This design comes from an exercise in tuning for small area, a short achievable clock period and few clock cycles on the open sky130 flow, not from production work.
Function not checked in this run: the RTL went through the layout flow alone.
No activity file was given, so power comes from the tool's default toggle rates.

## flow/config.mk

```make
export PLATFORM = sky130hd
export DESIGN_NAME = SME
export DESIGN_NICKNAME = SME
export VERILOG_FILES = /design/flow/design.v
export SDC_FILE = /design/flow/constraint.sdc
export NUM_CORES = 4
export LEC_CHECK = 0
export ABC_CLOCK_PERIOD_IN_PS = 2400
export CAP_MARGIN = 20
export CORE_MARGIN = 2
export CORE_UTILIZATION = 40
export SETUP_SLACK_MARGIN = 3.8
export SLEW_MARGIN = 20
```

## flow/constraint.sdc

```tcl
create_clock -name core_clock -period 6.2 [get_ports {clk}]
set_input_delay 1.2400 -clock core_clock [delete_from_list [all_inputs] [get_ports {clk}]]
set_output_delay 1.2400 -clock core_clock [all_outputs]
set_load 0.01 [all_outputs]
```

## flow/design.v

```verilog
module SME(clk,reset,chardata,isstring,ispattern,valid,match,match_index);
  input clk;
  input reset;
  input [7:0] chardata;
  input isstring;
  input ispattern;
  output match;
  output [4:0] match_index;
  output valid;
  reg match;
  reg [4:0] match_index;
  reg valid;
  reg [7:0] s [0:31];        
  reg [5:0] len;             
  reg       prev_str;        
  reg [31:0] eq_r;
  reg        v_r;            
  reg        need_r, dol_r, star_r, shift_r, car_r;
  reg [32:0] D;              
  reg [4:0]  off;            
  reg        star_seen;
  reg [4:0]  start0;         
  integer k, j;
  wire newstr = isstring & ~prev_str;
  always @(posedge clk) begin
    if (isstring) begin
      for (k = 0; k < 31; k = k + 1) s[k] <= s[k+1];
      s[31] <= chardata;
      len <= newstr ? 6'd1 : len + 6'd1;
    end
  end
  reg [31:0] occ;
  always @(*)
    for (k = 0; k < 32; k = k + 1)
      occ[k] = ({1'b0, k[5:0]} + {1'b0, len}) >= 7'd32;
  wire is_dot  = (chardata == ".");
  wire is_dol  = (chardata == "$");
  wire is_star = (chardata == "*");
  wire is_car  = (chardata == "^");
  wire first = ispattern & ~v_r;    
  wire [7:0] cmp = {chardata[7], chardata[6] & ~is_car, chardata[5] | is_car,
                    chardata[4:3] & {2{~is_car}}, chardata[2] & ~(is_car | is_dol),
                    chardata[1] & ~is_car, chardata[0]};
  always @(posedge clk) begin
    for (k = 0; k < 32; k = k + 1) eq_r[k] <= (s[k] == cmp);
    dol_r   <= is_dol;
    star_r  <= is_star;
    need_r  <= ~(is_dot | is_star | is_car);
    car_r   <= is_car;
    shift_r <= ~(is_dol | is_star | is_car);
  end
  always @(posedge clk or posedge reset) begin
    if (reset) begin
      prev_str <= 1'b0;
      v_r <= 1'b0;
      valid <= 1'b0;
    end else begin
      prev_str <= isstring;
      v_r <= ispattern;
      valid <= v_r & ~ispattern;
    end
  end
  reg [32:0] X, Dn;
  reg [32:0] pre [0:6];
  always @(*) begin
    X[31:0] = D[31:0] & (eq_r | {32{~need_r}});
    X[32]   = D[32] & ~shift_r;
    pre[0] = X;
    for (j = 0; j < 6; j = j + 1)
      for (k = 0; k < 33; k = k + 1)
        pre[j+1][k] = ((k >> j) & 1) ? (pre[j][k] | pre[j][((k >> j) << j) - 1]) : pre[j][k];
    Dn = X;
    if (shift_r) Dn = {X[31:0], 1'b0};
    if (star_r)  Dn = pre[6];
    if (car_r)
      for (k = 1; k < 33; k = k + 1) Dn[k] = X[k] & (~X[k-1] | eq_r[k-1]);
  end
  reg [3:0] any;
  reg [2:0] loc [0:3];
  reg [3:0] sum3 [0:3];
  reg [1:0] hi [0:3];
  reg [4:0] idxb [0:3];
  reg [7:0] xb;
  always @(*) begin
    for (j = 0; j < 4; j = j + 1) begin
      xb = X[8*j +: 8];
      any[j] = |xb;
      loc[j][2] = ~(|xb[3:0]);
      loc[j][1] = loc[j][2] ? ~(|xb[5:4]) : ~(|xb[1:0]);
      loc[j][0] = loc[j][2] ? (loc[j][1] ? ~xb[6] : ~xb[4]) : (loc[j][1] ? ~xb[2] : ~xb[0]);
      sum3[j] = {1'b0, loc[j]} + {1'b0, off[2:0]};
      hi[j] = off[4:3] + j[1:0] + {1'b0, sum3[j][3]};
      idxb[j] = {hi[j], sum3[j][2:0]};
    end
  end
  wire [4:0] idx_now = any[0] ? idxb[0] : any[1] ? idxb[1] : any[2] ? idxb[2] :
                       any[3] ? idxb[3] : off;
  always @(posedge clk) begin
    D <= first ? {1'b0, occ} : Dn;
    off <= first ? len[4:0] : off - {4'd0, shift_r};
    star_seen <= ~first & (star_seen | star_r);
    if (star_r) start0 <= idx_now;
    match <= |X;
    match_index <= star_seen ? start0 : idx_now;
  end
endmodule
```

## flow/run.sh

```bash
#!/bin/bash
# synth_recipe.tcl (not shown) runs the flow's synth.tcl, then flattens the netlist and writes it again
# the make line also repeats each setting of config.mk as NAME=value (left out here)
make -C /OpenROAD-flow-scripts/flow DESIGN_CONFIG=/design/flow/config.mk WORK_HOME=/design/flow/orfs CLKGATE_MAP_FILE= SYNTH_SCRIPT=/design/flow/synth_recipe.tcl finish
```

==> notes.md <==
==> what timing repair did <==
action | CTS | global route
pin swaps | 60 | 63
buffers inserted | 65 | 16
resized for setup | 197 | 98
endpoints found under the setup margin | 75 | 64
gates cloned | 18 | 1
==> Yosys cell counts, drive strengths merged (3+ instances only) <==
cell type,n,area [sq um]
buf,26,127.6
a21oi,46,230.2
nand2,52,200.2
nor2,87,326.6
edfxtp,267,8018
dfxtp,81,1622
a221oi,4,35.03
a221o,3,30.03
o31ai,7,52.55
clkbuf,48,180.2
o211ai,6,45.04
ha,21,262.8
a31oi,31,193.9
a21boi,10,75.07
o22a,16,140.1
nor3b,3,22.52
a22o,3,26.28
o22ai,11,68.82
xnor2,79,691.9
and3,8,50.05
o221ai,3,26.28
o21a,15,112.6
mux2i,19,190.2
o31a,4,35.03
or2,6,37.54
fa,4,80.08
nand2b,9,56.30
dfrtp,3,75.07
xor2,175,1533
inv,39,146.4
nand4,36,225.2
nand3,26,130.1
or3,4,25.02
nor2b,8,50.05
a31o,4,35.03
a2bb2oi,7,61.31
a21o,9,67.56
o2111ai,5,50.04
a22oi,20,155.1
o41ai,3,41.29
nor3,53,265.3
o21bai,7,56.30
o21ai,77,389.1
==> metrics by stage <==
| stage | area, sq um | instances | setup slack, ns | power [mW] | hold slack, ns |
|---|---|---|---|---|---|
| floorplan | 16680 | 1373 | 3.393 | 3.329 | 0.4215 |
| detailed placement | 17280 | 1869 | 1.891 | 3.563 | 0.4482 |
| global route | 20710 | 2038 | 3.128 | 6.007 | 0.4711 |
| global placement | 17280 | 1869 | 1.958 | 3.546 | 0.4400 |
| finish | 20710 | 2038 | 3.195 | 5.774 | 0.4539 |
| CTS | 20060 | 2021 | 3.267 | 5.761 | 0.4635 |
==> how the worst max path moves through the flow <==
stage	end	slack (ns)	from	cells past startpoint
after floorplan	eq_r[12]$_DFF_P_	3.39	chardata[7]	10
after global placement	eq_r[17]$_DFF_P_	1.96	chardata[3]	10
after detailed placement	eq_r[20]$_DFF_P_	1.89	chardata[3]	10
after CTS	start0[2]$_DFFE_PP_	3.27	need_r$_DFF_P_	14
after global routing	start0[2]$_DFFE_PP_	3.13	need_r$_DFF_P_	14
final	start0[2]$_DFFE_PP_	3.19	need_r$_DFF_P_	13
==> cell families after synthesis <==
group	count (synthesis)	share of synthesized area (%)
fa+ha+maj	25	2.078
flops	351	58.89
compound gates	306	12.53
simple gates	303	8.980
mux	21	1.289
xor+xnor	254	13.48
buf+inv	113	2.753
==> routing by layer <==
layer / GRT usage, % / vias to the layer above / share of wire [%] / wire, um
met3: 4.184 / 89 / 6.8 / 3035
met2: 32.43 / 431 / 47 / 20950
met1: 27.49 / 5750 / 43 / 19110
met5: 0 / - / 0 / 0
li1: - / 5265 / - / -
met4: 6.330 / 0 / 3.3 / 1471
==> critical path: stages, from the launching register on <==
cell and delay (ns):
dfxtp_4 0.39, buf_12 0.17, buf_4 0.17, o21ai_4 0.08, or2_2 0.35, inv_2 0.12
o211ai_1 0.11, o21ai_2 0.13, ha_2 0.23, inv_1 0.05, fa_1 0.37, xor2_1 0.27
nor2_1 0.07, a31o_2 0.22
==> area by class of cell <==
| type | instances | area [sq um] |
|---|---|---|
| Fill cell | 3456 | 20030 |
| Sequential cell | 351 | 9721 |
| Multi-Input combinational cell | 918 | 7476 |
| Timing Repair Buffer | 128 | 1570 |
| Clock buffer | 52 | 1003 |
| Tap cell | 532 | 665.6 |
| Inverter | 39 | 153.9 |
| Clock inverter | 17 | 115.1 |
| Timing Repair inverter | 1 | 5.005 |
==> where the power goes <==
part	switching [mW]	internal [mW]	total [mW]
clock	0.946	1.15	2.10
sequential	0.145	2.70	2.85
combinational	0.442	0.390	0.832
==> state kept, by name, summed over array words and instances, names as in the netlist, named ones only <==
| signal | cells |
|---|---|
| car_r | 1 |
| s | 256 |
| shift_r | 1 |
| star_seen | 1 |
| star_r | 1 |
| valid | 1 |
| v_r | 1 |
| eq_r | 32 |
| prev_str | 1 |
| match | 1 |
| need_r | 1 |
| match_index | 5 |
| D | 32 |
| off | 5 |
| len | 6 |
| start0 | 5 |
==> results.yml <==
cells_and_area:
  antenna-diode-count: 0
  layout-drive-gt1-share_pct: 23.31
  area_growth_syn_to_layout_pct: 25.54
  finalNetCount: 1514
  fin_util_pct: 50.84
  layout_commonest_cell: "edfxtp_1"
  final_cell_mix: "edfxtp_1, xor2_1, nor2_1"
timing:
  finalMaxSlewViolations: 0
  tightestPinTransition_ns: 0.8991
  max_clock_freq_mhz: 332.7
  skew_ns: 0.02094
  report.final.setup_viol: 0
  max-slew-margin-rel_pct: 39.84
  number_of_failing_hold_endpoints_at_the_final_stage: 0
  final.min_clock_period_ns: 3.006
  final_worst_path_cycle_share_pct: 48.48
  final.setup.tns_ns: 0
  unrepaired_setup_endpoints_after_global_routing: "yes"
die:
  io_pins: 19
  design.core.area_sq_um: 40740
  floorplan.die_area_sq_um: 42880
  placementRows: 74
  die_width_um: 207.1
  initial_core_utilization_pct: 40.49
  die_height_um: 207.1
setup_path:
  worst-endpoint-arrival_ns: 3.30
  worst_setup_end_kind: "flop"
  cp_data_required_time_ns: 6.50
  worstSetupStartpointType: "flop"
  ff2ff_setup_slack_ns: 3.19
  criticalPathCategory: "flop to flop"
  reg2reg_from: "need_r$_DFF_P_"
  worst_r2r_path_depth: 13
  critical_path.reg2reg.endpoint: "start0[2]$_DFFE_PP_"
  crit_fanout: 16
place:
  hpwl_um: 25150
  placement.io_buffers: 18
  gp_congestion: 0.8436
synth:
  syn_nets: 1410
  synth-edff-count: 267
  yosys_warnings: 7
  syn-mean-instance-area_sq_um: 12.02
  yosysSeqAreaShare_pct: 58.89
  synth_ff_type: "edfxtp_1"
  postSynthRegisterBits: 351
  synth.cell_area_sq_um: 16500
  async_flop_share_pct: 0.8547
  synth.lib_cells_used.distinct: 71
  postSynthCellCount: 1373
clock_tree:
  cts_buffers: 38
  cts_root_buffer: "clkbuf_16"
  clkTransAtPathRegs_ns: 0.06
  number_of_levels_in_the_clock_h_tree: 2
  worst_skew_pair.late_latency_ns: 0.56
  cts_hold_buffers: 0
  clockBufferDepth: 3
  clock_tree_from_tritoncts: "done"
  tritoncts_num_sinks: 351
global_routing:
  grt_max_degree: 126
  first_global_vias: 11350
  initial_antenna_violation_count: 0
  grt_util_all_layers_pct: 20.19
  first_pass_grt_wire_length_um: 66980
  grt_overflow_total: 0
power:
  ir_worst_vdd_mv: 0.1873
  power_density_nw_per_um2: 278.8
  leakagePower_nw: 7.409
drt:
  viasPerCell: 5.660
  ant_nets: 0
  drc: 0
  finalWirelength_um: 44560
  avgRoutedWirePerCell_um: 21.87
  vias: 11540
  initialDrtViolationCount: 1240
  drt_pre_antenna_iters: 7
min_path:
  min_path_type: "flop to flop"
  holdCritStartpoint: "start0[4]$_DFFE_PP_"
  holdPathStages: 2
  holdPathEnd: "match_index[4]$_DFF_P_"
flow_run:
  timing.max_cap.violations: 0
status:
  status: "timing/DRC/antenna clean"

[what the ideal ports hide]
No port has a modelled driver above. Below, the same layout with a new extraction and two added sets of constraints. Step 1 (the two cells are an assumption about what drives the block):
set clk [get_ports {clk}]
set_driving_cell -lib_cell sky130_fd_sc_hd__clkbuf_16 $clk
set_driving_cell -lib_cell sky130_fd_sc_hd__buf_2 [delete_from_list [all_inputs] $clk]
Step 2 times the ports against the registers' clock, not the clock port: input delays grow and output delays shrink by t, the midpoint of the rising clock arrivals with the driver on. Three values: ideal ports, drivers, drivers and shift; two values: the first two.
shift t [ns]: 0.601
slack for setup (ns): 3.195 / 3.195 / 2.792
worst setup path after step 2: input to register
clock arrival spread, ns: 0.022 / 0.022
worst slew at a driven data input, ns: 0.06
After both steps setup and hold are still met in this run. For this run, drivers alone change the setup slack by 0.000 ns; drivers and shift together by -0.403 ns.
